This design comes from an exercise in tuning for small area and a short achievable clock period on the open sky130 flow, not from production work.
Only simulation tests tie the RTL to the original design; equivalence was not proved.

==> flow/design.v <==
`timescale 1ns / 1ps
module binary_lif_neuron #(
    parameter POTENTIAL_WIDTH = 16,
    parameter FRACTION_BITS = 8
) (
    input wire clk,
    input wire reset,
    input wire I,
    input wire [FRACTION_BITS-1:0] lambda_val_scaled,
    input wire [POTENTIAL_WIDTH-1:0] theta_val_scaled,
    input wire [POTENTIAL_WIDTH-1:0] reset_val_scaled,
    output reg S
);
    reg [15:0] P;
    wire x1;
    wire w3;
    wire x5;
    wire w7;
    wire x9;
    wire w11;
    wire x13;
    wire w15;
    wire x17;
    wire w19;
    wire x21;
    wire w23;
    wire x25;
    wire w27;
    wire x29;
    wire w31;
    wire x33;
    wire w35;
    wire x37;
    wire w39;
    wire x41;
    wire w43;
    wire x45;
    wire w47;
    wire x49;
    wire w51;
    wire x53;
    wire w55;
    wire x57;
    wire w59;
    wire i61;
    wire w63;
    wire i65;
    wire w67;
    wire w69;
    wire i71;
    wire w73;
    wire w75;
    wire i77;
    wire w79;
    wire w81;
    wire i83;
    wire w85;
    wire w87;
    wire i89;
    wire w91;
    wire w93;
    wire i95;
    wire w97;
    wire w99;
    wire i101;
    wire w103;
    wire w105;
    wire i107;
    wire w109;
    wire w111;
    wire i113;
    wire w115;
    wire w117;
    wire w119;
    wire w121;
    wire i123;
    wire w125;
    wire w127;
    wire w129;
    wire w131;
    wire i133;
    wire w135;
    wire w137;
    wire w139;
    wire w141;
    wire w143;
    wire i145;
    wire w147;
    wire w149;
    wire w151;
    wire w153;
    wire w155;
    wire i157;
    wire w159;
    wire w161;
    wire w163;
    wire w165;
    wire w167;
    wire w169;
    wire i171;
    wire w173;
    wire w175;
    wire w177;
    wire w179;
    wire w181;
    wire w183;
    wire w185;
    wire w187;
    wire x189;
    wire x191;
    wire x193;
    wire x195;
    wire x197;
    wire x199;
    wire x201;
    wire x203;
    wire x205;
    wire x207;
    wire x209;
    wire x211;
    wire x213;
    wire x215;
    wire x217;
    wire pp219;
    wire pp220;
    wire pp222;
    wire pp224;
    wire pp226;
    wire pp228;
    wire pp230;
    wire pp232;
    wire pp234;
    wire pp236;
    wire pp238;
    wire pp240;
    wire pp242;
    wire pp244;
    wire pp246;
    wire pp248;
    wire pp250;
    wire pp251;
    wire pp252;
    wire pp253;
    wire pp255;
    wire pp257;
    wire pp259;
    wire pp261;
    wire pp263;
    wire pp265;
    wire pp267;
    wire pp269;
    wire pp271;
    wire pp273;
    wire pp275;
    wire pp277;
    wire pp279;
    wire pp281;
    wire pp283;
    wire pp284;
    wire pp285;
    wire pp286;
    wire pp288;
    wire pp290;
    wire pp292;
    wire pp294;
    wire pp296;
    wire pp298;
    wire pp300;
    wire pp302;
    wire pp304;
    wire pp306;
    wire pp308;
    wire pp310;
    wire pp312;
    wire pp314;
    wire pp316;
    wire pp317;
    wire pp318;
    wire pp319;
    wire pp321;
    wire pp323;
    wire pp325;
    wire pp327;
    wire pp329;
    wire pp331;
    wire pp333;
    wire pp335;
    wire pp337;
    wire pp339;
    wire pp341;
    wire pp343;
    wire pp345;
    wire pp347;
    wire pp349;
    wire pp350;
    wire x351;
    wire w353;
    wire s355;
    wire c356;
    wire s358;
    wire c359;
    wire s361;
    wire c362;
    wire s364;
    wire c365;
    wire s367;
    wire c368;
    wire s370;
    wire c371;
    wire s373;
    wire c374;
    wire s376;
    wire c377;
    wire s379;
    wire c380;
    wire s382;
    wire c383;
    wire s385;
    wire c386;
    wire x388;
    wire w390;
    wire x392;
    wire w394;
    wire x396;
    wire w398;
    wire s400;
    wire c401;
    wire s403;
    wire c404;
    wire i406;
    wire s408;
    wire c409;
    wire s411;
    wire c412;
    wire s414;
    wire c415;
    wire s417;
    wire c418;
    wire s420;
    wire c421;
    wire s423;
    wire c424;
    wire s426;
    wire c427;
    wire s429;
    wire c430;
    wire s432;
    wire c433;
    wire s435;
    wire c436;
    wire s438;
    wire c439;
    wire s441;
    wire c442;
    wire i444;
    wire s446;
    wire c447;
    wire i449;
    wire s451;
    wire c452;
    wire x454;
    wire w456;
    wire x458;
    wire w460;
    wire x462;
    wire w464;
    wire x466;
    wire w468;
    wire x470;
    wire w472;
    wire x474;
    wire w476;
    wire x478;
    wire w480;
    wire w482;
    wire w484;
    wire w486;
    wire w488;
    wire w490;
    wire w492;
    wire i494;
    wire w496;
    wire x498;
    wire w500;
    wire x502;
    wire w504;
    wire x506;
    wire w508;
    wire x510;
    wire w512;
    wire x514;
    wire w516;
    wire x518;
    wire w520;
    wire x522;
    wire w524;
    wire x526;
    wire w528;
    wire x530;
    wire w532;
    wire x534;
    wire w536;
    wire x538;
    wire w540;
    wire x542;
    wire w544;
    wire x546;
    wire w548;
    wire x550;
    wire w552;
    wire x554;
    wire w556;
    wire w558;
    wire i560;
    wire w562;
    wire w564;
    wire w566;
    wire w568;
    wire w570;
    wire w572;
    wire w574;
    wire w576;
    wire w578;
    wire w580;
    wire w582;
    wire w584;
    wire w586;
    wire w588;
    wire w590;
    wire i592;
    wire w594;
    wire w596;
    wire i598;
    wire w600;
    wire w602;
    wire w604;
    wire w606;
    wire i608;
    wire w610;
    wire w612;
    wire w614;
    wire w616;
    wire i618;
    wire w620;
    wire w622;
    wire w624;
    wire w626;
    wire w628;
    wire i630;
    wire w632;
    wire w634;
    wire w636;
    wire w638;
    wire w640;
    wire i642;
    wire w644;
    wire w646;
    wire w648;
    wire w650;
    wire w652;
    wire w654;
    wire i656;
    wire w658;
    wire w660;
    wire w662;
    wire w664;
    wire w666;
    wire w668;
    wire w670;
    wire w672;
    wire x674;
    wire x676;
    wire x678;
    wire x680;
    wire x682;
    wire x684;
    wire x686;
    wire x688;
    wire x690;
    wire x692;
    wire x694;
    wire x696;
    wire x698;
    wire x700;
    wire x702;
    wire x704;
    wire s706;
    wire c707;
    wire s709;
    wire c710;
    wire s712;
    wire c713;
    wire s715;
    wire c716;
    wire s718;
    wire c719;
    wire s721;
    wire c722;
    wire s724;
    wire c725;
    wire s727;
    wire c728;
    wire s730;
    wire c731;
    wire s733;
    wire c734;
    wire s736;
    wire c737;
    wire s739;
    wire c740;
    wire s742;
    wire c743;
    wire s745;
    wire c746;
    wire i748;
    wire s750;
    wire c751;
    wire x753;
    wire w755;
    wire i757;
    wire fg759;
    wire fp760;
    wire fg763;
    wire fp764;
    wire fg767;
    wire fp768;
    wire fg771;
    wire fp772;
    wire fg775;
    wire fp776;
    wire fg779;
    wire fp780;
    wire fg783;
    wire fp784;
    wire fg787;
    wire fp788;
    wire fg791;
    wire fp792;
    wire fg795;
    wire fp796;
    wire fg799;
    wire fp800;
    wire fg803;
    wire fp804;
    wire fg807;
    wire fp808;
    wire fg811;
    wire fp812;
    wire fg815;
    wire fp816;
    wire fg819;
    wire fp820;
    wire i823;
    wire i825;
    wire fz827;
    wire w829;
    wire w831;
    wire w833;
    wire w835;
    wire w837;
    wire w839;
    wire w841;
    wire w843;
    wire w845;
    wire w847;
    wire w849;
    wire w851;
    wire w853;
    wire w855;
    wire w857;
    wire w859;
    wire w861;
    wire w863;
    wire w865;
    wire w867;
    wire w869;
    wire w871;
    wire w873;
    wire w875;
    wire w877;
    wire w879;
    wire i881;
    wire i883;
    lif_xor2 u2 (.a(P[1]), .b(P[0]), .y(x1));
    lif_g0 u4 (.i0(P[1]), .i1(P[0]), .y(w3));
    lif_xor2 u6 (.a(P[2]), .b(P[1]), .y(x5));
    lif_g0 u8 (.i0(P[2]), .i1(P[1]), .y(w7));
    lif_xor2 u10 (.a(P[3]), .b(P[2]), .y(x9));
    lif_g0 u12 (.i0(P[3]), .i1(P[2]), .y(w11));
    lif_xor2 u14 (.a(P[4]), .b(P[3]), .y(x13));
    lif_g0 u16 (.i0(P[4]), .i1(P[3]), .y(w15));
    lif_xor2 u18 (.a(P[5]), .b(P[4]), .y(x17));
    lif_g0 u20 (.i0(P[5]), .i1(P[4]), .y(w19));
    lif_xor2 u22 (.a(P[6]), .b(P[5]), .y(x21));
    lif_g0 u24 (.i0(P[6]), .i1(P[5]), .y(w23));
    lif_xor2 u26 (.a(P[7]), .b(P[6]), .y(x25));
    lif_g0 u28 (.i0(P[7]), .i1(P[6]), .y(w27));
    lif_xor2 u30 (.a(P[8]), .b(P[7]), .y(x29));
    lif_g0 u32 (.i0(P[8]), .i1(P[7]), .y(w31));
    lif_xor2 u34 (.a(P[9]), .b(P[8]), .y(x33));
    lif_g0 u36 (.i0(P[9]), .i1(P[8]), .y(w35));
    lif_xor2 u38 (.a(P[10]), .b(P[9]), .y(x37));
    lif_g0 u40 (.i0(P[10]), .i1(P[9]), .y(w39));
    lif_xor2 u42 (.a(P[11]), .b(P[10]), .y(x41));
    lif_g0 u44 (.i0(P[11]), .i1(P[10]), .y(w43));
    lif_xor2 u46 (.a(P[12]), .b(P[11]), .y(x45));
    lif_g0 u48 (.i0(P[12]), .i1(P[11]), .y(w47));
    lif_xor2 u50 (.a(P[13]), .b(P[12]), .y(x49));
    lif_g0 u52 (.i0(P[13]), .i1(P[12]), .y(w51));
    lif_xor2 u54 (.a(P[14]), .b(P[13]), .y(x53));
    lif_g0 u56 (.i0(P[14]), .i1(P[13]), .y(w55));
    lif_xor2 u58 (.a(P[15]), .b(P[14]), .y(x57));
    lif_g0 u60 (.i0(P[15]), .i1(P[14]), .y(w59));
    lif_inv u62 (.a(w3), .y(i61));
    lif_g1 u64 (.i0(w7), .i1(x5), .i2(i61), .y(w63));
    lif_inv u66 (.a(w11), .y(i65));
    lif_g1 u68 (.i0(w15), .i1(x13), .i2(i65), .y(w67));
    lif_g0 u70 (.i0(x13), .i1(x9), .y(w69));
    lif_inv u72 (.a(w19), .y(i71));
    lif_g1 u74 (.i0(w23), .i1(x21), .i2(i71), .y(w73));
    lif_g0 u76 (.i0(x21), .i1(x17), .y(w75));
    lif_inv u78 (.a(w27), .y(i77));
    lif_g1 u80 (.i0(w31), .i1(x29), .i2(i77), .y(w79));
    lif_g0 u82 (.i0(x29), .i1(x25), .y(w81));
    lif_inv u84 (.a(w35), .y(i83));
    lif_g1 u86 (.i0(w39), .i1(x37), .i2(i83), .y(w85));
    lif_g0 u88 (.i0(x37), .i1(x33), .y(w87));
    lif_inv u90 (.a(w43), .y(i89));
    lif_g1 u92 (.i0(w47), .i1(x45), .i2(i89), .y(w91));
    lif_g0 u94 (.i0(x45), .i1(x41), .y(w93));
    lif_inv u96 (.a(w51), .y(i95));
    lif_g1 u98 (.i0(w55), .i1(x53), .i2(i95), .y(w97));
    lif_g0 u100 (.i0(x53), .i1(x49), .y(w99));
    lif_inv u102 (.a(w59), .y(i101));
    lif_g2 u104 (.i0(1'b0), .i1(P[15]), .i2(i101), .y(w103));
    lif_g0 u106 (.i0(P[15]), .i1(x57), .y(w105));
    lif_inv u108 (.a(w63), .y(i107));
    lif_g1 u110 (.i0(w11), .i1(x9), .i2(i107), .y(w109));
    lif_g3 u112 (.i0(w67), .i1(w69), .i2(w63), .y(w111));
    lif_inv u114 (.a(w73), .y(i113));
    lif_g1 u116 (.i0(w27), .i1(x25), .i2(i113), .y(w115));
    lif_g4 u118 (.i0(x25), .i1(w75), .y(w117));
    lif_g3 u120 (.i0(w79), .i1(w81), .i2(w73), .y(w119));
    lif_g5 u122 (.i0(w81), .i1(w75), .y(w121));
    lif_inv u124 (.a(w85), .y(i123));
    lif_g1 u126 (.i0(w43), .i1(x41), .i2(i123), .y(w125));
    lif_g4 u128 (.i0(x41), .i1(w87), .y(w127));
    lif_g3 u130 (.i0(w91), .i1(w93), .i2(w85), .y(w129));
    lif_g5 u132 (.i0(w93), .i1(w87), .y(w131));
    lif_inv u134 (.a(w97), .y(i133));
    lif_g1 u136 (.i0(w59), .i1(x57), .i2(i133), .y(w135));
    lif_g4 u138 (.i0(x57), .i1(w99), .y(w137));
    lif_g3 u140 (.i0(w103), .i1(w105), .i2(w97), .y(w139));
    lif_g5 u142 (.i0(w105), .i1(w99), .y(w141));
    lif_g1 u144 (.i0(w19), .i1(x17), .i2(w111), .y(w143));
    lif_inv u146 (.a(w111), .y(i145));
    lif_g3 u148 (.i0(w73), .i1(w75), .i2(i145), .y(w147));
    lif_g3 u150 (.i0(w115), .i1(w117), .i2(i145), .y(w149));
    lif_g2 u152 (.i0(w119), .i1(w121), .i2(w111), .y(w151));
    lif_g1 u154 (.i0(w51), .i1(x49), .i2(w129), .y(w153));
    lif_g0 u156 (.i0(x49), .i1(w131), .y(w155));
    lif_inv u158 (.a(w129), .y(i157));
    lif_g3 u160 (.i0(w97), .i1(w99), .i2(i157), .y(w159));
    lif_g6 u162 (.i0(w99), .i1(w131), .y(w161));
    lif_g3 u164 (.i0(w135), .i1(w137), .i2(i157), .y(w163));
    lif_g6 u166 (.i0(w137), .i1(w131), .y(w165));
    lif_g2 u168 (.i0(w139), .i1(w141), .i2(w129), .y(w167));
    lif_g0 u170 (.i0(w141), .i1(w131), .y(w169));
    lif_inv u172 (.a(w151), .y(i171));
    lif_g1 u174 (.i0(w35), .i1(x33), .i2(i171), .y(w173));
    lif_g3 u176 (.i0(w85), .i1(w87), .i2(w151), .y(w175));
    lif_g3 u178 (.i0(w125), .i1(w127), .i2(w151), .y(w177));
    lif_g2 u180 (.i0(w129), .i1(w131), .i2(i171), .y(w179));
    lif_g3 u182 (.i0(w153), .i1(w155), .i2(w151), .y(w181));
    lif_g7 u184 (.i0(w159), .i1(w161), .i2(w151), .y(w183));
    lif_g7 u186 (.i0(w163), .i1(w165), .i2(w151), .y(w185));
    lif_g3 u188 (.i0(w167), .i1(w169), .i2(w151), .y(w187));
    lif_xnor2 u190 (.a(x5), .b(w3), .y(x189));
    lif_xnor2 u192 (.a(x9), .b(w63), .y(x191));
    lif_xnor2 u194 (.a(x13), .b(w109), .y(x193));
    lif_xor2 u196 (.a(x17), .b(w111), .y(x195));
    lif_xnor2 u198 (.a(x21), .b(w143), .y(x197));
    lif_xor2 u200 (.a(x25), .b(w147), .y(x199));
    lif_xor2 u202 (.a(x29), .b(w149), .y(x201));
    lif_xnor2 u204 (.a(x33), .b(w151), .y(x203));
    lif_xnor2 u206 (.a(x37), .b(w173), .y(x205));
    lif_xor2 u208 (.a(x41), .b(w175), .y(x207));
    lif_xor2 u210 (.a(x45), .b(w177), .y(x209));
    lif_xnor2 u212 (.a(x49), .b(w179), .y(x211));
    lif_xor2 u214 (.a(x53), .b(w181), .y(x213));
    lif_xor2 u216 (.a(x57), .b(w183), .y(x215));
    lif_xor2 u218 (.a(P[15]), .b(w185), .y(x217));
    wire [17:0] P3 = {w187, x217, x215, x213, x211, x209, x207, x205, x203, x201, x199, x197, x195, x193, x191, x189, x1, P[0]};
    wire [17:0] P1 = {2'b00, P};
    wire [17:0] P2 = {1'b0, P, 1'b0};
    wire s0_0 = ~lambda_val_scaled[0] & ~lambda_val_scaled[1];
    wire s1_0 =  lambda_val_scaled[0] & ~lambda_val_scaled[1];
    wire s2_0 = ~lambda_val_scaled[0] &  lambda_val_scaled[1];
    wire s3_0 =  lambda_val_scaled[0] &  lambda_val_scaled[1];
    assign pp219 = ~((P1[0] & s1_0) | (P3[0] & s3_0));
    lif_sel u221 (.a(P1[1]), .b(P2[1]), .c(P3[1]), .sa(s1_0), .sb(s2_0), .sc(s3_0), .yn(pp220));
    lif_sel u223 (.a(P1[2]), .b(P2[2]), .c(P3[2]), .sa(s1_0), .sb(s2_0), .sc(s3_0), .yn(pp222));
    lif_sel u225 (.a(P1[3]), .b(P2[3]), .c(P3[3]), .sa(s1_0), .sb(s2_0), .sc(s3_0), .yn(pp224));
    lif_sel u227 (.a(P1[4]), .b(P2[4]), .c(P3[4]), .sa(s1_0), .sb(s2_0), .sc(s3_0), .yn(pp226));
    lif_sel u229 (.a(P1[5]), .b(P2[5]), .c(P3[5]), .sa(s1_0), .sb(s2_0), .sc(s3_0), .yn(pp228));
    lif_sel u231 (.a(P1[6]), .b(P2[6]), .c(P3[6]), .sa(s1_0), .sb(s2_0), .sc(s3_0), .yn(pp230));
    lif_sel u233 (.a(P1[7]), .b(P2[7]), .c(P3[7]), .sa(s1_0), .sb(s2_0), .sc(s3_0), .yn(pp232));
    lif_sel u235 (.a(P1[8]), .b(P2[8]), .c(P3[8]), .sa(s1_0), .sb(s2_0), .sc(s3_0), .yn(pp234));
    lif_sel u237 (.a(P1[9]), .b(P2[9]), .c(P3[9]), .sa(s1_0), .sb(s2_0), .sc(s3_0), .yn(pp236));
    lif_sel u239 (.a(P1[10]), .b(P2[10]), .c(P3[10]), .sa(s1_0), .sb(s2_0), .sc(s3_0), .yn(pp238));
    lif_sel u241 (.a(P1[11]), .b(P2[11]), .c(P3[11]), .sa(s1_0), .sb(s2_0), .sc(s3_0), .yn(pp240));
    lif_sel u243 (.a(P1[12]), .b(P2[12]), .c(P3[12]), .sa(s1_0), .sb(s2_0), .sc(s3_0), .yn(pp242));
    lif_sel u245 (.a(P1[13]), .b(P2[13]), .c(P3[13]), .sa(s1_0), .sb(s2_0), .sc(s3_0), .yn(pp244));
    lif_sel u247 (.a(P1[14]), .b(P2[14]), .c(P3[14]), .sa(s1_0), .sb(s2_0), .sc(s3_0), .yn(pp246));
    lif_sel u249 (.a(P1[15]), .b(P2[15]), .c(P3[15]), .sa(s1_0), .sb(s2_0), .sc(s3_0), .yn(pp248));
    assign pp250 = ~((I & (s0_0 | s1_0)) | (s2_0 & (P2[16] ^ I)) | (s3_0 & (P3[16] ^ I)));
    assign pp251 = ~((s2_0 & (P2[16] & I)) | (s3_0 & (P3[17] ^ (P3[16] & I))));
    wire s0_1 = ~lambda_val_scaled[2] & ~lambda_val_scaled[3];
    wire s1_1 =  lambda_val_scaled[2] & ~lambda_val_scaled[3];
    wire s2_1 = ~lambda_val_scaled[2] &  lambda_val_scaled[3];
    wire s3_1 =  lambda_val_scaled[2] &  lambda_val_scaled[3];
    assign pp252 = ~((P1[0] & s1_1) | (P3[0] & s3_1));
    lif_sel u254 (.a(P1[1]), .b(P2[1]), .c(P3[1]), .sa(s1_1), .sb(s2_1), .sc(s3_1), .yn(pp253));
    lif_sel u256 (.a(P1[2]), .b(P2[2]), .c(P3[2]), .sa(s1_1), .sb(s2_1), .sc(s3_1), .yn(pp255));
    lif_sel u258 (.a(P1[3]), .b(P2[3]), .c(P3[3]), .sa(s1_1), .sb(s2_1), .sc(s3_1), .yn(pp257));
    lif_sel u260 (.a(P1[4]), .b(P2[4]), .c(P3[4]), .sa(s1_1), .sb(s2_1), .sc(s3_1), .yn(pp259));
    lif_sel u262 (.a(P1[5]), .b(P2[5]), .c(P3[5]), .sa(s1_1), .sb(s2_1), .sc(s3_1), .yn(pp261));
    lif_sel u264 (.a(P1[6]), .b(P2[6]), .c(P3[6]), .sa(s1_1), .sb(s2_1), .sc(s3_1), .yn(pp263));
    lif_sel u266 (.a(P1[7]), .b(P2[7]), .c(P3[7]), .sa(s1_1), .sb(s2_1), .sc(s3_1), .yn(pp265));
    lif_sel u268 (.a(P1[8]), .b(P2[8]), .c(P3[8]), .sa(s1_1), .sb(s2_1), .sc(s3_1), .yn(pp267));
    lif_sel u270 (.a(P1[9]), .b(P2[9]), .c(P3[9]), .sa(s1_1), .sb(s2_1), .sc(s3_1), .yn(pp269));
    lif_sel u272 (.a(P1[10]), .b(P2[10]), .c(P3[10]), .sa(s1_1), .sb(s2_1), .sc(s3_1), .yn(pp271));
    lif_sel u274 (.a(P1[11]), .b(P2[11]), .c(P3[11]), .sa(s1_1), .sb(s2_1), .sc(s3_1), .yn(pp273));
    lif_sel u276 (.a(P1[12]), .b(P2[12]), .c(P3[12]), .sa(s1_1), .sb(s2_1), .sc(s3_1), .yn(pp275));
    lif_sel u278 (.a(P1[13]), .b(P2[13]), .c(P3[13]), .sa(s1_1), .sb(s2_1), .sc(s3_1), .yn(pp277));
    lif_sel u280 (.a(P1[14]), .b(P2[14]), .c(P3[14]), .sa(s1_1), .sb(s2_1), .sc(s3_1), .yn(pp279));
    lif_sel u282 (.a(P1[15]), .b(P2[15]), .c(P3[15]), .sa(s1_1), .sb(s2_1), .sc(s3_1), .yn(pp281));
    assign pp283 = ~((P2[16] & s2_1) | (P3[16] & s3_1));
    assign pp284 = ~((P3[17] & s3_1));
    wire s0_2 = ~lambda_val_scaled[4] & ~lambda_val_scaled[5];
    wire s1_2 =  lambda_val_scaled[4] & ~lambda_val_scaled[5];
    wire s2_2 = ~lambda_val_scaled[4] &  lambda_val_scaled[5];
    wire s3_2 =  lambda_val_scaled[4] &  lambda_val_scaled[5];
    assign pp285 = ~((P1[0] & s1_2) | (P3[0] & s3_2));
    lif_sel u287 (.a(P1[1]), .b(P2[1]), .c(P3[1]), .sa(s1_2), .sb(s2_2), .sc(s3_2), .yn(pp286));
    lif_sel u289 (.a(P1[2]), .b(P2[2]), .c(P3[2]), .sa(s1_2), .sb(s2_2), .sc(s3_2), .yn(pp288));
    lif_sel u291 (.a(P1[3]), .b(P2[3]), .c(P3[3]), .sa(s1_2), .sb(s2_2), .sc(s3_2), .yn(pp290));
    lif_sel u293 (.a(P1[4]), .b(P2[4]), .c(P3[4]), .sa(s1_2), .sb(s2_2), .sc(s3_2), .yn(pp292));
    lif_sel u295 (.a(P1[5]), .b(P2[5]), .c(P3[5]), .sa(s1_2), .sb(s2_2), .sc(s3_2), .yn(pp294));
    lif_sel u297 (.a(P1[6]), .b(P2[6]), .c(P3[6]), .sa(s1_2), .sb(s2_2), .sc(s3_2), .yn(pp296));
    lif_sel u299 (.a(P1[7]), .b(P2[7]), .c(P3[7]), .sa(s1_2), .sb(s2_2), .sc(s3_2), .yn(pp298));
    lif_sel u301 (.a(P1[8]), .b(P2[8]), .c(P3[8]), .sa(s1_2), .sb(s2_2), .sc(s3_2), .yn(pp300));
    lif_sel u303 (.a(P1[9]), .b(P2[9]), .c(P3[9]), .sa(s1_2), .sb(s2_2), .sc(s3_2), .yn(pp302));
    lif_sel u305 (.a(P1[10]), .b(P2[10]), .c(P3[10]), .sa(s1_2), .sb(s2_2), .sc(s3_2), .yn(pp304));
    lif_sel u307 (.a(P1[11]), .b(P2[11]), .c(P3[11]), .sa(s1_2), .sb(s2_2), .sc(s3_2), .yn(pp306));
    lif_sel u309 (.a(P1[12]), .b(P2[12]), .c(P3[12]), .sa(s1_2), .sb(s2_2), .sc(s3_2), .yn(pp308));
    lif_sel u311 (.a(P1[13]), .b(P2[13]), .c(P3[13]), .sa(s1_2), .sb(s2_2), .sc(s3_2), .yn(pp310));
    lif_sel u313 (.a(P1[14]), .b(P2[14]), .c(P3[14]), .sa(s1_2), .sb(s2_2), .sc(s3_2), .yn(pp312));
    lif_sel u315 (.a(P1[15]), .b(P2[15]), .c(P3[15]), .sa(s1_2), .sb(s2_2), .sc(s3_2), .yn(pp314));
    assign pp316 = ~((P2[16] & s2_2) | (P3[16] & s3_2));
    assign pp317 = ~((P3[17] & s3_2));
    wire s0_3 = ~lambda_val_scaled[6] & ~lambda_val_scaled[7];
    wire s1_3 =  lambda_val_scaled[6] & ~lambda_val_scaled[7];
    wire s2_3 = ~lambda_val_scaled[6] &  lambda_val_scaled[7];
    wire s3_3 =  lambda_val_scaled[6] &  lambda_val_scaled[7];
    assign pp318 = ~((P1[0] & s1_3) | (P3[0] & s3_3));
    lif_sel u320 (.a(P1[1]), .b(P2[1]), .c(P3[1]), .sa(s1_3), .sb(s2_3), .sc(s3_3), .yn(pp319));
    lif_sel u322 (.a(P1[2]), .b(P2[2]), .c(P3[2]), .sa(s1_3), .sb(s2_3), .sc(s3_3), .yn(pp321));
    lif_sel u324 (.a(P1[3]), .b(P2[3]), .c(P3[3]), .sa(s1_3), .sb(s2_3), .sc(s3_3), .yn(pp323));
    lif_sel u326 (.a(P1[4]), .b(P2[4]), .c(P3[4]), .sa(s1_3), .sb(s2_3), .sc(s3_3), .yn(pp325));
    lif_sel u328 (.a(P1[5]), .b(P2[5]), .c(P3[5]), .sa(s1_3), .sb(s2_3), .sc(s3_3), .yn(pp327));
    lif_sel u330 (.a(P1[6]), .b(P2[6]), .c(P3[6]), .sa(s1_3), .sb(s2_3), .sc(s3_3), .yn(pp329));
    lif_sel u332 (.a(P1[7]), .b(P2[7]), .c(P3[7]), .sa(s1_3), .sb(s2_3), .sc(s3_3), .yn(pp331));
    lif_sel u334 (.a(P1[8]), .b(P2[8]), .c(P3[8]), .sa(s1_3), .sb(s2_3), .sc(s3_3), .yn(pp333));
    lif_sel u336 (.a(P1[9]), .b(P2[9]), .c(P3[9]), .sa(s1_3), .sb(s2_3), .sc(s3_3), .yn(pp335));
    lif_sel u338 (.a(P1[10]), .b(P2[10]), .c(P3[10]), .sa(s1_3), .sb(s2_3), .sc(s3_3), .yn(pp337));
    lif_sel u340 (.a(P1[11]), .b(P2[11]), .c(P3[11]), .sa(s1_3), .sb(s2_3), .sc(s3_3), .yn(pp339));
    lif_sel u342 (.a(P1[12]), .b(P2[12]), .c(P3[12]), .sa(s1_3), .sb(s2_3), .sc(s3_3), .yn(pp341));
    lif_sel u344 (.a(P1[13]), .b(P2[13]), .c(P3[13]), .sa(s1_3), .sb(s2_3), .sc(s3_3), .yn(pp343));
    lif_sel u346 (.a(P1[14]), .b(P2[14]), .c(P3[14]), .sa(s1_3), .sb(s2_3), .sc(s3_3), .yn(pp345));
    lif_sel u348 (.a(P1[15]), .b(P2[15]), .c(P3[15]), .sa(s1_3), .sb(s2_3), .sc(s3_3), .yn(pp347));
    assign pp349 = ~((P2[16] & s2_3) | (P3[16] & s3_3));
    assign pp350 = ~((P3[17] & s3_3));
    lif_xnor2 u352 (.a(pp230), .b(pp259), .y(x351));
    lif_g5 u354 (.i0(pp230), .i1(pp259), .y(w353));
    lif_fa u357 (.a(pp232), .b(pp261), .c(pp290), .s(s355), .co(c356));
    lif_fa u360 (.a(pp234), .b(pp263), .c(pp292), .s(s358), .co(c359));
    lif_fa u363 (.a(pp236), .b(pp265), .c(pp294), .s(s361), .co(c362));
    lif_fa u366 (.a(pp238), .b(pp267), .c(pp296), .s(s364), .co(c365));
    lif_fa u369 (.a(pp240), .b(pp269), .c(pp298), .s(s367), .co(c368));
    lif_fa u372 (.a(pp242), .b(pp271), .c(pp300), .s(s370), .co(c371));
    lif_fa u375 (.a(pp244), .b(pp273), .c(pp302), .s(s373), .co(c374));
    lif_fa u378 (.a(pp246), .b(pp275), .c(pp304), .s(s376), .co(c377));
    lif_fa u381 (.a(pp248), .b(pp277), .c(pp306), .s(s379), .co(c380));
    lif_fa u384 (.a(pp250), .b(pp279), .c(pp308), .s(s382), .co(c383));
    lif_fa u387 (.a(pp251), .b(pp281), .c(pp310), .s(s385), .co(c386));
    lif_xnor2 u389 (.a(pp283), .b(pp312), .y(x388));
    lif_g5 u391 (.i0(pp283), .i1(pp312), .y(w390));
    lif_xnor2 u393 (.a(pp284), .b(pp314), .y(x392));
    lif_g5 u395 (.i0(pp284), .i1(pp314), .y(w394));
    lif_xnor2 u397 (.a(pp226), .b(pp255), .y(x396));
    lif_g5 u399 (.i0(pp226), .i1(pp255), .y(w398));
    lif_fa u402 (.a(pp228), .b(pp257), .c(pp286), .s(s400), .co(c401));
    lif_fa u405 (.a(pp288), .b(pp318), .c(x351), .s(s403), .co(c404));
    lif_inv u407 (.a(w353), .y(i406));
    lif_fa u410 (.a(pp319), .b(s355), .c(i406), .s(s408), .co(c409));
    lif_fa u413 (.a(pp321), .b(s358), .c(c356), .s(s411), .co(c412));
    lif_fa u416 (.a(pp323), .b(s361), .c(c359), .s(s414), .co(c415));
    lif_fa u419 (.a(pp325), .b(s364), .c(c362), .s(s417), .co(c418));
    lif_fa u422 (.a(pp327), .b(s367), .c(c365), .s(s420), .co(c421));
    lif_fa u425 (.a(pp329), .b(s370), .c(c368), .s(s423), .co(c424));
    lif_fa u428 (.a(pp331), .b(s373), .c(c371), .s(s426), .co(c427));
    lif_fa u431 (.a(pp333), .b(s376), .c(c374), .s(s429), .co(c430));
    lif_fa u434 (.a(pp335), .b(s379), .c(c377), .s(s432), .co(c433));
    lif_fa u437 (.a(pp337), .b(s382), .c(c380), .s(s435), .co(c436));
    lif_fa u440 (.a(pp339), .b(s385), .c(c383), .s(s438), .co(c439));
    lif_fa u443 (.a(pp341), .b(x388), .c(c386), .s(s441), .co(c442));
    lif_inv u445 (.a(w390), .y(i444));
    lif_fa u448 (.a(pp343), .b(x392), .c(i444), .s(s446), .co(c447));
    lif_inv u450 (.a(w394), .y(i449));
    lif_fa u453 (.a(pp316), .b(pp345), .c(i449), .s(s451), .co(c452));
    lif_xnor2 u455 (.a(pp317), .b(pp347), .y(x454));
    lif_g5 u457 (.i0(pp317), .i1(pp347), .y(w456));
    lif_xor2 u459 (.a(pp222), .b(pp252), .y(x458));
    lif_g5 u461 (.i0(pp222), .i1(pp252), .y(w460));
    lif_xor2 u463 (.a(pp224), .b(pp253), .y(x462));
    lif_g5 u465 (.i0(pp224), .i1(pp253), .y(w464));
    lif_xor2 u467 (.a(pp285), .b(x396), .y(x466));
    lif_g5 u469 (.i0(pp285), .i1(x396), .y(w468));
    lif_xnor2 u471 (.a(s400), .b(w398), .y(x470));
    lif_g6 u473 (.i0(s400), .i1(w398), .y(w472));
    lif_xor2 u475 (.a(s403), .b(c401), .y(x474));
    lif_g5 u477 (.i0(s403), .i1(c401), .y(w476));
    lif_xor2 u479 (.a(s408), .b(c404), .y(x478));
    lif_g5 u481 (.i0(s408), .i1(c404), .y(w480));
    lif_g2 u483 (.i0(w464), .i1(x462), .i2(w460), .y(w482));
    lif_g1 u485 (.i0(w472), .i1(x470), .i2(w468), .y(w484));
    lif_g0 u487 (.i0(x470), .i1(x466), .y(w486));
    lif_g2 u489 (.i0(w480), .i1(x478), .i2(w476), .y(w488));
    lif_g0 u491 (.i0(x478), .i1(x474), .y(w490));
    lif_g3 u493 (.i0(w484), .i1(w486), .i2(w482), .y(w492));
    lif_inv u495 (.a(w492), .y(i494));
    lif_g3 u497 (.i0(w488), .i1(w490), .i2(i494), .y(w496));
    lif_xor2 u499 (.a(s411), .b(c409), .y(x498));
    lif_g5 u501 (.i0(s411), .i1(c409), .y(w500));
    lif_xor2 u503 (.a(s414), .b(c412), .y(x502));
    lif_g5 u505 (.i0(s414), .i1(c412), .y(w504));
    lif_xor2 u507 (.a(s417), .b(c415), .y(x506));
    lif_g5 u509 (.i0(s417), .i1(c415), .y(w508));
    lif_xor2 u511 (.a(s420), .b(c418), .y(x510));
    lif_g5 u513 (.i0(s420), .i1(c418), .y(w512));
    lif_xor2 u515 (.a(s423), .b(c421), .y(x514));
    lif_g5 u517 (.i0(s423), .i1(c421), .y(w516));
    lif_xor2 u519 (.a(s426), .b(c424), .y(x518));
    lif_g5 u521 (.i0(s426), .i1(c424), .y(w520));
    lif_xor2 u523 (.a(s429), .b(c427), .y(x522));
    lif_g5 u525 (.i0(s429), .i1(c427), .y(w524));
    lif_xor2 u527 (.a(s432), .b(c430), .y(x526));
    lif_g5 u529 (.i0(s432), .i1(c430), .y(w528));
    lif_xor2 u531 (.a(s435), .b(c433), .y(x530));
    lif_g5 u533 (.i0(s435), .i1(c433), .y(w532));
    lif_xor2 u535 (.a(s438), .b(c436), .y(x534));
    lif_g5 u537 (.i0(s438), .i1(c436), .y(w536));
    lif_xor2 u539 (.a(s441), .b(c439), .y(x538));
    lif_g5 u541 (.i0(s441), .i1(c439), .y(w540));
    lif_xor2 u543 (.a(s446), .b(c442), .y(x542));
    lif_g5 u545 (.i0(s446), .i1(c442), .y(w544));
    lif_xor2 u547 (.a(s451), .b(c447), .y(x546));
    lif_g5 u549 (.i0(s451), .i1(c447), .y(w548));
    lif_xor2 u551 (.a(x454), .b(c452), .y(x550));
    lif_g5 u553 (.i0(x454), .i1(c452), .y(w552));
    lif_xnor2 u555 (.a(pp349), .b(w456), .y(x554));
    lif_g6 u557 (.i0(pp349), .i1(w456), .y(w556));
    lif_g2 u559 (.i0(w500), .i1(x498), .i2(w496), .y(w558));
    lif_inv u561 (.a(w558), .y(i560));
    lif_g2 u563 (.i0(w504), .i1(x502), .i2(i560), .y(w562));
    lif_g2 u565 (.i0(w512), .i1(x510), .i2(w508), .y(w564));
    lif_g0 u567 (.i0(x510), .i1(x506), .y(w566));
    lif_g2 u569 (.i0(w520), .i1(x518), .i2(w516), .y(w568));
    lif_g0 u571 (.i0(x518), .i1(x514), .y(w570));
    lif_g2 u573 (.i0(w528), .i1(x526), .i2(w524), .y(w572));
    lif_g0 u575 (.i0(x526), .i1(x522), .y(w574));
    lif_g2 u577 (.i0(w536), .i1(x534), .i2(w532), .y(w576));
    lif_g0 u579 (.i0(x534), .i1(x530), .y(w578));
    lif_g2 u581 (.i0(w544), .i1(x542), .i2(w540), .y(w580));
    lif_g0 u583 (.i0(x542), .i1(x538), .y(w582));
    lif_g2 u585 (.i0(w552), .i1(x550), .i2(w548), .y(w584));
    lif_g0 u587 (.i0(x550), .i1(x546), .y(w586));
    lif_g7 u589 (.i0(1'b0), .i1(pp350), .i2(w556), .y(w588));
    lif_g6 u591 (.i0(pp350), .i1(x554), .y(w590));
    lif_inv u593 (.a(w562), .y(i592));
    lif_g2 u595 (.i0(w508), .i1(x506), .i2(i592), .y(w594));
    lif_g3 u597 (.i0(w564), .i1(w566), .i2(w562), .y(w596));
    lif_inv u599 (.a(w568), .y(i598));
    lif_g2 u601 (.i0(w524), .i1(x522), .i2(i598), .y(w600));
    lif_g4 u603 (.i0(x522), .i1(w570), .y(w602));
    lif_g3 u605 (.i0(w572), .i1(w574), .i2(w568), .y(w604));
    lif_g5 u607 (.i0(w574), .i1(w570), .y(w606));
    lif_inv u609 (.a(w576), .y(i608));
    lif_g2 u611 (.i0(w540), .i1(x538), .i2(i608), .y(w610));
    lif_g4 u613 (.i0(x538), .i1(w578), .y(w612));
    lif_g3 u615 (.i0(w580), .i1(w582), .i2(w576), .y(w614));
    lif_g5 u617 (.i0(w582), .i1(w578), .y(w616));
    lif_inv u619 (.a(w584), .y(i618));
    lif_g1 u621 (.i0(w556), .i1(x554), .i2(i618), .y(w620));
    lif_g4 u623 (.i0(x554), .i1(w586), .y(w622));
    lif_g7 u625 (.i0(w588), .i1(w590), .i2(w584), .y(w624));
    lif_g5 u627 (.i0(w590), .i1(w586), .y(w626));
    lif_g2 u629 (.i0(w516), .i1(x514), .i2(w596), .y(w628));
    lif_inv u631 (.a(w596), .y(i630));
    lif_g3 u633 (.i0(w568), .i1(w570), .i2(i630), .y(w632));
    lif_g3 u635 (.i0(w600), .i1(w602), .i2(i630), .y(w634));
    lif_g2 u637 (.i0(w604), .i1(w606), .i2(w596), .y(w636));
    lif_g2 u639 (.i0(w548), .i1(x546), .i2(w614), .y(w638));
    lif_g0 u641 (.i0(x546), .i1(w616), .y(w640));
    lif_inv u643 (.a(w614), .y(i642));
    lif_g3 u645 (.i0(w584), .i1(w586), .i2(i642), .y(w644));
    lif_g6 u647 (.i0(w586), .i1(w616), .y(w646));
    lif_g3 u649 (.i0(w620), .i1(w622), .i2(i642), .y(w648));
    lif_g6 u651 (.i0(w622), .i1(w616), .y(w650));
    lif_g2 u653 (.i0(w624), .i1(w626), .i2(w614), .y(w652));
    lif_g0 u655 (.i0(w626), .i1(w616), .y(w654));
    lif_inv u657 (.a(w636), .y(i656));
    lif_g2 u659 (.i0(w532), .i1(x530), .i2(i656), .y(w658));
    lif_g3 u661 (.i0(w576), .i1(w578), .i2(w636), .y(w660));
    lif_g3 u663 (.i0(w610), .i1(w612), .i2(w636), .y(w662));
    lif_g2 u665 (.i0(w614), .i1(w616), .i2(i656), .y(w664));
    lif_g3 u667 (.i0(w638), .i1(w640), .i2(w636), .y(w666));
    lif_g7 u669 (.i0(w644), .i1(w646), .i2(w636), .y(w668));
    lif_g7 u671 (.i0(w648), .i1(w650), .i2(w636), .y(w670));
    lif_g3 u673 (.i0(w652), .i1(w654), .i2(w636), .y(w672));
    lif_xor2 u675 (.a(x498), .b(w496), .y(x674));
    lif_xnor2 u677 (.a(x502), .b(w558), .y(x676));
    lif_xnor2 u679 (.a(x506), .b(w562), .y(x678));
    lif_xnor2 u681 (.a(x510), .b(w594), .y(x680));
    lif_xor2 u683 (.a(x514), .b(w596), .y(x682));
    lif_xnor2 u685 (.a(x518), .b(w628), .y(x684));
    lif_xor2 u687 (.a(x522), .b(w632), .y(x686));
    lif_xor2 u689 (.a(x526), .b(w634), .y(x688));
    lif_xnor2 u691 (.a(x530), .b(w636), .y(x690));
    lif_xnor2 u693 (.a(x534), .b(w658), .y(x692));
    lif_xor2 u695 (.a(x538), .b(w660), .y(x694));
    lif_xor2 u697 (.a(x542), .b(w662), .y(x696));
    lif_xnor2 u699 (.a(x546), .b(w664), .y(x698));
    lif_xor2 u701 (.a(x550), .b(w666), .y(x700));
    lif_xor2 u703 (.a(x554), .b(w668), .y(x702));
    lif_xnor2 u705 (.a(pp350), .b(w670), .y(x704));
    wire [15:0] Pc = {x704, x702, x700, x698, x696, x694, x692, x690, x688, x686, x684, x682, x680, x678, x676, x674};
    lif_fa u708 (.a(s411), .b(c409), .c(theta_val_scaled[0]), .s(s706), .co(c707));
    lif_fa u711 (.a(s414), .b(c412), .c(theta_val_scaled[1]), .s(s709), .co(c710));
    lif_fa u714 (.a(s417), .b(c415), .c(theta_val_scaled[2]), .s(s712), .co(c713));
    lif_fa u717 (.a(s420), .b(c418), .c(theta_val_scaled[3]), .s(s715), .co(c716));
    lif_fa u720 (.a(s423), .b(c421), .c(theta_val_scaled[4]), .s(s718), .co(c719));
    lif_fa u723 (.a(s426), .b(c424), .c(theta_val_scaled[5]), .s(s721), .co(c722));
    lif_fa u726 (.a(s429), .b(c427), .c(theta_val_scaled[6]), .s(s724), .co(c725));
    lif_fa u729 (.a(s432), .b(c430), .c(theta_val_scaled[7]), .s(s727), .co(c728));
    lif_fa u732 (.a(s435), .b(c433), .c(theta_val_scaled[8]), .s(s730), .co(c731));
    lif_fa u735 (.a(s438), .b(c436), .c(theta_val_scaled[9]), .s(s733), .co(c734));
    lif_fa u738 (.a(s441), .b(c439), .c(theta_val_scaled[10]), .s(s736), .co(c737));
    lif_fa u741 (.a(s446), .b(c442), .c(theta_val_scaled[11]), .s(s739), .co(c740));
    lif_fa u744 (.a(s451), .b(c447), .c(theta_val_scaled[12]), .s(s742), .co(c743));
    lif_fa u747 (.a(x454), .b(c452), .c(theta_val_scaled[13]), .s(s745), .co(c746));
    lif_inv u749 (.a(w456), .y(i748));
    lif_fa u752 (.a(pp349), .b(i748), .c(theta_val_scaled[14]), .s(s750), .co(c751));
    lif_xnor2 u754 (.a(pp350), .b(theta_val_scaled[15]), .y(x753));
    lif_g5 u756 (.i0(pp350), .i1(theta_val_scaled[15]), .y(w755));
    lif_inv u758 (.a(w496), .y(i757));
    lif_nor2 u761 (.a(s706), .b(i757), .y(fg759));
    lif_nand2 u762 (.a(s706), .b(i757), .y(fp760));
    lif_nor2 u765 (.a(s709), .b(c707), .y(fg763));
    lif_nand2 u766 (.a(s709), .b(c707), .y(fp764));
    lif_nor2 u769 (.a(s712), .b(c710), .y(fg767));
    lif_nand2 u770 (.a(s712), .b(c710), .y(fp768));
    lif_nor2 u773 (.a(s715), .b(c713), .y(fg771));
    lif_nand2 u774 (.a(s715), .b(c713), .y(fp772));
    lif_nor2 u777 (.a(s718), .b(c716), .y(fg775));
    lif_nand2 u778 (.a(s718), .b(c716), .y(fp776));
    lif_nor2 u781 (.a(s721), .b(c719), .y(fg779));
    lif_nand2 u782 (.a(s721), .b(c719), .y(fp780));
    lif_nor2 u785 (.a(s724), .b(c722), .y(fg783));
    lif_nand2 u786 (.a(s724), .b(c722), .y(fp784));
    lif_nor2 u789 (.a(s727), .b(c725), .y(fg787));
    lif_nand2 u790 (.a(s727), .b(c725), .y(fp788));
    lif_nor2 u793 (.a(s730), .b(c728), .y(fg791));
    lif_nand2 u794 (.a(s730), .b(c728), .y(fp792));
    lif_nor2 u797 (.a(s733), .b(c731), .y(fg795));
    lif_nand2 u798 (.a(s733), .b(c731), .y(fp796));
    lif_nor2 u801 (.a(s736), .b(c734), .y(fg799));
    lif_nand2 u802 (.a(s736), .b(c734), .y(fp800));
    lif_nor2 u805 (.a(s739), .b(c737), .y(fg803));
    lif_nand2 u806 (.a(s739), .b(c737), .y(fp804));
    lif_nor2 u809 (.a(s742), .b(c740), .y(fg807));
    lif_nand2 u810 (.a(s742), .b(c740), .y(fp808));
    lif_nor2 u813 (.a(s745), .b(c743), .y(fg811));
    lif_nand2 u814 (.a(s745), .b(c743), .y(fp812));
    lif_nor2 u817 (.a(s750), .b(c746), .y(fg815));
    lif_nand2 u818 (.a(s750), .b(c746), .y(fp816));
    lif_nor2 u821 (.a(x753), .b(c751), .y(fg819));
    lif_nand2 u822 (.a(x753), .b(c751), .y(fp820));
    lif_inv u824 (.a(fg759), .y(i823));
    lif_inv u826 (.a(fp760), .y(i825));
    lif_nand2 u828 (.a(i823), .b(i825), .y(fz827));
    lif_g2 u830 (.i0(fg763), .i1(fp764), .i2(fz827), .y(w829));
    lif_g2 u832 (.i0(fg771), .i1(fp772), .i2(fg767), .y(w831));
    lif_g0 u834 (.i0(fp772), .i1(fp768), .y(w833));
    lif_g2 u836 (.i0(fg779), .i1(fp780), .i2(fg775), .y(w835));
    lif_g0 u838 (.i0(fp780), .i1(fp776), .y(w837));
    lif_g2 u840 (.i0(fg787), .i1(fp788), .i2(fg783), .y(w839));
    lif_g0 u842 (.i0(fp788), .i1(fp784), .y(w841));
    lif_g2 u844 (.i0(fg795), .i1(fp796), .i2(fg791), .y(w843));
    lif_g0 u846 (.i0(fp796), .i1(fp792), .y(w845));
    lif_g2 u848 (.i0(fg803), .i1(fp804), .i2(fg799), .y(w847));
    lif_g0 u850 (.i0(fp804), .i1(fp800), .y(w849));
    lif_g2 u852 (.i0(fg811), .i1(fp812), .i2(fg807), .y(w851));
    lif_g0 u854 (.i0(fp812), .i1(fp808), .y(w853));
    lif_g2 u856 (.i0(fg819), .i1(fp820), .i2(fg815), .y(w855));
    lif_g0 u858 (.i0(fp820), .i1(fp816), .y(w857));
    lif_g3 u860 (.i0(w831), .i1(w833), .i2(w829), .y(w859));
    lif_g3 u862 (.i0(w839), .i1(w841), .i2(w835), .y(w861));
    lif_g5 u864 (.i0(w841), .i1(w837), .y(w863));
    lif_g3 u866 (.i0(w847), .i1(w849), .i2(w843), .y(w865));
    lif_g5 u868 (.i0(w849), .i1(w845), .y(w867));
    lif_g3 u870 (.i0(w855), .i1(w857), .i2(w851), .y(w869));
    lif_g5 u872 (.i0(w857), .i1(w853), .y(w871));
    lif_g2 u874 (.i0(w861), .i1(w863), .i2(w859), .y(w873));
    lif_g2 u876 (.i0(w869), .i1(w871), .i2(w865), .y(w875));
    lif_g0 u878 (.i0(w871), .i1(w867), .y(w877));
    lif_g3 u880 (.i0(w875), .i1(w877), .i2(w873), .y(w879));
    lif_inv u882 (.a(w879), .y(i881));
    lif_inv u884 (.a(w755), .y(i883));
    wire spike = ~(i881 & i883);
    always @(posedge clk or posedge reset) begin
        if (reset) begin
            P <= 16'd0;
            S <= 1'b0;
        end else begin
            S <= spike;
            P <= spike ? reset_val_scaled : Pc;
        end
    end
endmodule
module lif_fa (input wire a, input wire b, input wire c, output wire s, output wire co);
    assign s = a ^ b ^ c;
    assign co = (a & b) | (a & c) | (b & c);
endmodule
module lif_ha (input wire a, input wire b, output wire s, output wire co);
    assign s = a ^ b;
    assign co = a & b;
endmodule
module lif_inv (input wire a, output wire y);
    assign y = ~a;
endmodule
module lif_aoi21 (input wire a, input wire b, input wire c, output wire y);
    assign y = ~(a | (b & c));
endmodule
module lif_oai21 (input wire a, input wire b, input wire c, output wire y);
    assign y = ~(a & (b | c));
endmodule
module lif_nand2 (input wire a, input wire b, output wire y);
    assign y = ~(a & b);
endmodule
module lif_nor2 (input wire a, input wire b, output wire y);
    assign y = ~(a | b);
endmodule
module lif_or2 (input wire a, input wire b, output wire y);
    assign y = a | b;
endmodule
module lif_xor2 (input wire a, input wire b, output wire y);
    assign y = a ^ b;
endmodule
module lif_xnor2 (input wire a, input wire b, output wire y);
    assign y = ~(a ^ b);
endmodule
module lif_geq (input wire a, input wire b, output wire g, output wire p);
    assign g = a & ~b;
    assign p = a | ~b;
endmodule
module lif_sel (input wire a, input wire b, input wire c, input wire sa, input wire sb,
                input wire sc, output wire yn);
    assign yn = ~((a & sa) | (b & sb) | (c & sc));
endmodule
module lif_g0 (input wire i0, input wire i1, output wire y);
    assign y = ~((i0 & i1));
endmodule
module lif_g1 (input wire i0, input wire i1, input wire i2, output wire y);
    assign y = ~((~i0 | (i1 & i2)));
endmodule
module lif_g2 (input wire i0, input wire i1, input wire i2, output wire y);
    assign y = ~((i0 | (i1 & i2)));
endmodule
module lif_g3 (input wire i0, input wire i1, input wire i2, output wire y);
    assign y = (~i0 | (~i1 & ~i2));
endmodule
module lif_g4 (input wire i0, input wire i1, output wire y);
    assign y = ~((i0 & ~i1));
endmodule
module lif_g5 (input wire i0, input wire i1, output wire y);
    assign y = (~i0 & ~i1);
endmodule
module lif_g6 (input wire i0, input wire i1, output wire y);
    assign y = ~((~i0 & i1));
endmodule
module lif_g7 (input wire i0, input wire i1, input wire i2, output wire y);
    assign y = (i0 | (~i1 & ~i2));
endmodule
==> flow/flow/run.sh <==
#!/bin/bash
# Own layout flow: the standard flow (standard.sh) with three changes:
#  * port buffers are buf_1 (the resizer still upsizes them where timing needs it),
#  * after the standard synthesis, every combinational cell is set to its smallest drive
#    strength, so that the resizer grows only the cells whose timing needs it,
#  * repair_timing aims at the setup slack margin in config.mk as usual.
# Each step's full output goes to a log file in the folder this runs in.
set -euo pipefail
export BUFFER_PORTS_ARGS="-buffer_cell sky130_fd_sc_hd__buf_1"
bash standard.sh synth > run_synth.log 2>&1
R=orfs/results/${FLOW_PLATFORM}/binary_lif_neuron/base
cp $R/1_2_yosys.v run_synth_netlist_orig.v
sed -E -i 's/\b(sky130_fd_sc_hd__(a21oi|a21o|a21boi|a21bo|o21ai|o21a|o21bai|o21ba|mux2|mux2i|nand2|nand2b|nor2|nor2b|and2|and2b|or2|or2b|xor2|xnor2|inv|buf|clkbuf|a222oi|a22oi|a22o|nand3|nor3|and3|or3|a211oi|o211ai|a31oi|o31ai))_[0-9]+\b/\1_1/g' $R/1_2_yosys.v
touch $R/1_2_yosys.v
bash standard.sh > run_layout.log 2>&1
==> flow/standard.sh <==
#!/bin/bash
# synth_recipe.tcl (not shown) runs the flow's synth.tcl, then flattens the netlist and writes it again
# the make line also repeats each setting of config.mk as NAME=value (left out here)
make -C /OpenROAD-flow-scripts/flow DESIGN_CONFIG=/design/flow/config.mk WORK_HOME=/design/flow/orfs CLKGATE_MAP_FILE= SYNTH_SCRIPT=/design/flow/synth_recipe.tcl "${@:-finish}"
==> flow/config.mk <==
export PLATFORM = sky130hd
export DESIGN_NAME = binary_lif_neuron
export DESIGN_NICKNAME = binary_lif_neuron
export VERILOG_FILES = /design/flow/design.v
export SDC_FILE = /design/flow/constraint.sdc
export NUM_CORES = 4
export LEC_CHECK = 0
export CAP_MARGIN = 20
export CORE_MARGIN = 2
export CORE_UTILIZATION = 40
export SETUP_SLACK_MARGIN = 3.0
export SLEW_MARGIN = 20
export SYNTH_HIERARCHICAL = 1
==> flow/constraint.sdc <==
create_clock -name core_clock -period 9.0 [get_ports {clk}]
set_input_delay 1.8000 -clock core_clock [delete_from_list [all_inputs] [get_ports {clk}]]
set_output_delay 1.8000 -clock core_clock [all_outputs]
set_load 0.01 [all_outputs]
==> results.txt <==
==> layer usage <==
layer,vias to the layer above,share of wire,GRT usage
met5,-,0,0
met4,0,0.024,0.0617
met3,26,0.070,0.0289
met2,175,0.50,0.404
met1,1894,0.40,0.276
li1,1833,-,-
==> cell usage in the layout (no fill, tap or decap), types with 3 or more instances in the layout <==
cell type   n
a21boi_1   15
a21oi_1    28
a222oi_1   59
and2_2      3
buf_1      43
buf_4       4
clkbuf_8    3
dfrtp_1     3
dfrtp_2    14
fa_1       42
inv_1      34
mux2_1     20
nand2_1    67
nand2b_1   12
nor2_1     48
nor2b_4     6
o21ai_1    27
o21bai_1    4
xnor2_1    24
xor2_1     46
xor2_2      3
==> area by class of cell <==
type,count,area share
Clock inverter,1,0.00166
Clock buffer,3,0.00916
Sequential cell,17,0.0982
Multi-Input combinational cell,422,0.783
Tap cell,133,0.0369
Inverter,34,0.0283
Timing Repair Buffer,47,0.0425
==> worst register-to-register path: stages (launching register included) <==
cell	delay [ns]
dfrtp_2	0.50
xor2_1	0.29
nand2_1	0.15
o21ai_2	0.24
inv_1	0.09
o21ai_1	0.13
o21bai_1	0.13
xor2_1	0.20
ha_1	0.26
mux2_1	0.31
mux2i_2	0.24
fa_1	0.48
fa_1	0.58
fa_1	0.59
nor2_1	0.05
a21oi_1	0.13
o21ai_1	0.09
a21oi_1	0.32
o21ai_1	0.11
inv_1	0.11
nand2_4	0.17
mux2_1	0.37
==> through the flow <==
| stage | utilization | hold slack [ns] | setup slack (ns) | cells |
|---|---|---|---|---|
| floorplan | - | 1.11 | 3.23 | 474 |
| global placement | 0.442 | 1.28 | 2.10 | 650 |
| detailed placement | 0.442 | 1.28 | 2.06 | 650 |
| CTS | 0.458 | 1.31 | 3.07 | 655 |
| global route | 0.466 | 1.41 | 2.97 | 657 |
| finish | 0.466 | 1.32 | 3.28 | 657 |
==> worst paths after layout <==
check                                      from               to  cells past startpoint
hold reg to reg                  P[0]$_DFF_PP0_   P[0]$_DFF_PP0_                      8
min in group asynchronous                 reset      S$_DFF_PP0_                      2
max in group asynchronous                 reset   P[6]$_DFF_PP0_                      2
setup reg to reg                P[11]$_DFF_PP0_  P[11]$_DFF_PP0_                     21
hold / removal                   P[0]$_DFF_PP0_   P[0]$_DFF_PP0_                      8
setup / recovery           lambda_val_scaled[1]   P[9]$_DFF_PP0_                     17
==> flip-flops by register name, indices dropped and copies added (netlist names) <==
register  cells
S             1
P            16
==> timing repair <==
item                                    4_1_cts  5_1_grt
resized for setup                            29       18
setup buffers                                 1        2
hold endpoints to repair                      0        0
pin swaps                                     1        2
endpoints found under the setup margin       17       17
==> flow_summary.toml <==
[status]
run_status = "complete, no violations"

[grt]
overflow = 0
grt_pass1_wl_um = 18600
grt_pass1_vias = 3826
grtUsageTotal = 0.222
antenna_found_initial = 0
grt_max_degree = 18

[flow_run]
max-cap-violations = 0

[setup_path]
endpoint_kind = "flop"
path_cells = "buf_1 > and2_2 > a222oi_1 > fa_1 > fa_1 > xor2_1 > a21oi_1 > o21ai_1 > a21oi_2 > inv_1 > a21oi_2 > o21ai_2 > a21oi_4 > inv_1 > a21oi_1 > xnor2_1 > mux2_1"
cp_slowest_stage_delay_ns = 0.51
crit_type = "in -> reg"
r2r_setup_slack_ns = 3.35
start_kind = "input pin"
cp_top_family = "compound AO/OA/AOI/OAI gates"
critPathArrivalTime_ns = 5.88
worst-path-buf-inv = 3
cp.required_ns = 9.15
cpMaxStageDelayCell = "fa_1"
cp_max_fo = 14

[sta]
fin_crit_ns = 5.72
fin_crit_sh = 0.636
fin_skew_ns = 0.00264
tns_ns = 0
worst-slew-pin-transition_ns = 0.727
slew_headroom = 0.513
finalHoldViolCount = 0
finalSetupViolCount = 0
max_freq_ghz = 0.175
slew_viol_final = 0
rsz0062_at_grt = "false"

[route]
drc = 0
initialDrtViolationCount = 595
vias = 3928
ant_nets = 0
wl_um = 11300
routedWlPerCell_um = 17.2
viasPerCell = 5.98
first_pass_iters = 12

[synthesis]
avgSynthCellArea_sq_um = 8.33
yosysWarnings = 7
syn_inst = 474
synthesis.nets = 561
syn-cell-area_sq_um = 3950

[layout]
drive_gt1_frac = 0.0878
nFillCells = 977
fin_area_sq_um = 4510
multi_input_area_sq_um = 3530
antennaDiodeCount = 0
finalNetCount = 612
area_growth_pct = 14.2
regArea_sq_um = 443

[die]
coreArea_sq_um = 9680
io-pin-count = 44
die_y_um = 103
die_width_um = 103
initial_utilization = 0.408
num_rows = 36
dieArea_sq_um = 10700

[cts]
h-tree-depth = 1
ctsRootBufferMaster = "clkbuf_8"
cts_tree = "yes"
clock_latency_ns = 0.27
clkSinkCount = 17
cts_buffers = 3
cts_buffer_depth = 2
cts.clk_slew.worst_paths_ns = 0.08
cts_hold_buf = 0

[placement]
dpl-instance-area_sq_um = 4280
port_buffers = 43
dp_hpwl_um = 8690
gp_congestion = 0.815

[worst_hold_path]
hold_path.class = "reg -> reg"

## afterwards: timing with drivers on the ports
How much do the figures lean on ideal ports? The routed layout below was timed once more, with nothing changed but the port constraints.
Step 1 sets driving cells, clkbuf_16 on the clock port and buf_2 on the other inputs (assumed; they add their load-dependent delay and slew).
Step 2 moves the port delays by t, midway between the first and last clock arrival at a register: inputs arrive t later, outputs are due t later. That takes back most of the time a late clock gives input paths.
Three values: no drivers, after step 1, after step 2; two values: the first two.
t (ns): 0.296
slack for setup (ns): 3.277 / 3.290 / 2.994
worst slew at a driven data input, ns: 0.04
After both steps setup and hold are still met in this run. The setup slack of this run moves by +0.013 ns with the drivers and by -0.283 ns with both steps.
